What follows belongs to an exercise in optimizing a design on an open flow for small area and a short achievable clock period; a production flow would make more cautious choices. Power is estimated from default activity; no workload was simulated.

Setup of job 999:
==> flow/design.v <==
module posit8_decode (
  input  [6:0] m,
  output [4:0] scale,
  output [3:0] frac
);
  wire       s = m[6];
  wire [5:0] x = m[5:0] ^ {6{s}};    
  reg  [2:0] lz;
  always @* begin
    casez (x)
      6'b1?????: lz = 3'd0;
      6'b01????: lz = 3'd1;
      6'b001???: lz = 3'd2;
      6'b0001??: lz = 3'd3;
      6'b00001?: lz = 3'd4;
      6'b000001: lz = 3'd5;
      default:   lz = 3'd6;
    endcase
  end
  wire [4:0] rest = m[4:0] << lz;
  wire [3:0] regime = s ? {1'b0, lz} : ~{1'b0, lz};
  assign scale = {regime, rest[4]};
  assign frac  = rest[3:0];
endmodule
module posit8_mul_operands (
  input  [7:0] a,
  input  [7:0] b,
  output [5:0] ssum,      
  output [3:0] fa,
  output [3:0] fb,
  output       special,   
  output       sign       
);
  wire za = a[6:0] == 7'd0;
  wire zb = b[6:0] == 7'd0;
  wire nar = (za & a[7]) | (zb & b[7]);
  wire [4:0] sa, sb;
  posit8_decode da (.m(a[6:0]), .scale(sa), .frac(fa));
  posit8_decode db (.m(b[6:0]), .scale(sb), .frac(fb));
  assign ssum    = {sa[4], sa} + {sb[4], sb};
  assign special = za | zb;
  assign sign    = nar | (~special & (a[7] ^ b[7]));
endmodule
module posit8_mul_product (
  input  [5:0] ssum,
  input  [3:0] fa,
  input  [3:0] fb,
  input        special,
  input        sign,
  output [7:0] out
);
  wire [9:0] p = {1'b1, fa} * {1'b1, fb};
  wire       c = p[9];
  wire [3:0] f = c ? p[8:5] : p[7:4];
  wire signed [6:0] s = $signed({ssum[5], ssum}) + $signed({1'b0, c});
  reg [6:0] mag;
  always @* begin
    if (s >= 7'sd12)       mag = 7'h7f;
    else if (s <= -7'sd12) mag = 7'h01;
    else begin : enc
      reg signed [3:0] r;
      reg [2:0] sh;
      reg signed [7:0] w;
      r = s[4:1];
      if (!r[3]) begin sh = r[2:0];  w = {2'b10, s[0], f, 1'b0}; end
      else       begin sh = ~r[2:0]; w = {2'b01, s[0], f, 1'b0}; end
      w = w >>> sh;
      mag = w[7:1];
    end
  end
  assign out = {sign, special ? 7'd0 : mag};
endmodule
module posit8_mul (
  input        clock,
  input  [7:0] io_a_bits,
  input  [7:0] io_b_bits,
  output [7:0] io_out_bits
);
  wire [5:0] ssum;
  wire [3:0] fa, fb;
  wire       special, sign;
  reg  [5:0] ssum_q;
  reg  [3:0] fa_q, fb_q;
  reg        special_q, sign_q;
  reg  [7:0] out_q;
  wire [7:0] prod;
  posit8_mul_operands ops (
    .a(io_a_bits), .b(io_b_bits),
    .ssum(ssum), .fa(fa), .fb(fb), .special(special), .sign(sign)
  );
  posit8_mul_product mul (
    .ssum(ssum_q), .fa(fa_q), .fb(fb_q), .special(special_q), .sign(sign_q),
    .out(prod)
  );
  always @(posedge clock) begin
    ssum_q    <= ssum;
    fa_q      <= fa;
    fb_q      <= fb;
    special_q <= special;
    sign_q    <= sign;
    out_q     <= prod;
  end
  assign io_out_bits = out_q;
endmodule
clock: 9.0 ns
lec_check: 0
abc_area: 1
cap_margin: 20
core_margin: 2
core_utilization: 40
slew_margin: 20
run.sh (not shown) runs the stock make flow with config.mk's settings and CLKGATE_MAP_FILE= SYNTH_SCRIPT=/design/flow/synth_recipe.tcl, a recipe that flattens the netlist after the stock synthesis.
Having completed the whole flow, job 999 delivered a layout that passed the timing, DRC and antenna checks.
Setup changes, job 999 to job 3275
==> flow/flow/run.sh (new file) <==
#!/bin/bash
# Standard ORFS layout with three changes: adders are left to ABC (no
# extract_fa / adder cells), and ports are buffered with a small buffer.
set -euo pipefail
bash standard.sh ADDER_MAP_FILE= \
  "BUFFER_PORTS_ARGS=-buffer_cell sky130_fd_sc_hd__buf_2" \
  finish > flow_make.log 2>&1
==> flow/standard.sh (new file) <==
#!/bin/bash
# synth_recipe.tcl (not shown) runs the flow's synth.tcl, then flattens the netlist and writes it again
# the make line also repeats each setting of config.mk as NAME=value (left out here)
make -C /OpenROAD-flow-scripts/flow DESIGN_CONFIG=/design/flow/config.mk WORK_HOME=/design/flow/orfs CLKGATE_MAP_FILE= SYNTH_SCRIPT=/design/flow/synth_recipe.tcl "${@:-finish}"
removed: flow/run.sh
## What came out
Per the final summary, job 3275 finished and its layout is clean on timing, DRC and antenna.
Diff job 999 -> job 3275: floorplan die area decreased 2.1%, number of standard cells after synthesis increased 62.
The run showing the greater final layout net count is job 3275.
Job 3275 has global-route usage above what job 999 had.
Cell area for job 3275: 170 sq um down relative to job 999
Job 3275 against job 999: fraction of the cycle the final worst path needs lower; peak supply drop lower.
On post-synthesis simple-gate area fraction, the higher figure sits with job 3275, not job 999.
On job 3275: switching share of total power is 2.6 points higher than what job 999 gave.
No run of this note included a check of the RTL's function; only the layout flow was run.

## port drivers added, routing unchanged
The results above use ideal ports. As a check the final layouts listed here were re-extracted and re-timed, cells and wires unchanged.
Step 1 (the two cells are an assumption about what drives the block):
set clk [get_ports {clock}]
set_driving_cell -lib_cell sky130_fd_sc_hd__clkbuf_16 $clk
set_driving_cell -lib_cell sky130_fd_sc_hd__buf_2 [delete_from_list [all_inputs] $clk]
Step 2 adds t to the input delays and takes it off the output delays; t is the mean of the earliest and latest rising clock arrival at the registers after step 1. Input paths then give back, and output paths get back, about the clock's delay inside the block.
Three values: no drivers, after step 1, after step 2; two values: the first two.
| run | t, ns | setup WS [ns] | hold WS [ns] | slew at the worst register clock pin (ns) |
|---|---|---|---|---|
| job 999 | 0.287 | 4.136 / 4.136 / 3.987 | 0.333 / 0.333 / 0.333 | 0.09 / 0.09 |
| job 3275 | 0.288 | 4.944 / 4.954 / 4.665 | 0.337 / 0.337 / 0.337 | 0.09 / 0.09 |
After both steps setup and hold are still met in every run listed. For job 3275, which loses most, drivers alone change the setup slack by +0.010 ns; drivers and shift together by -0.279 ns.
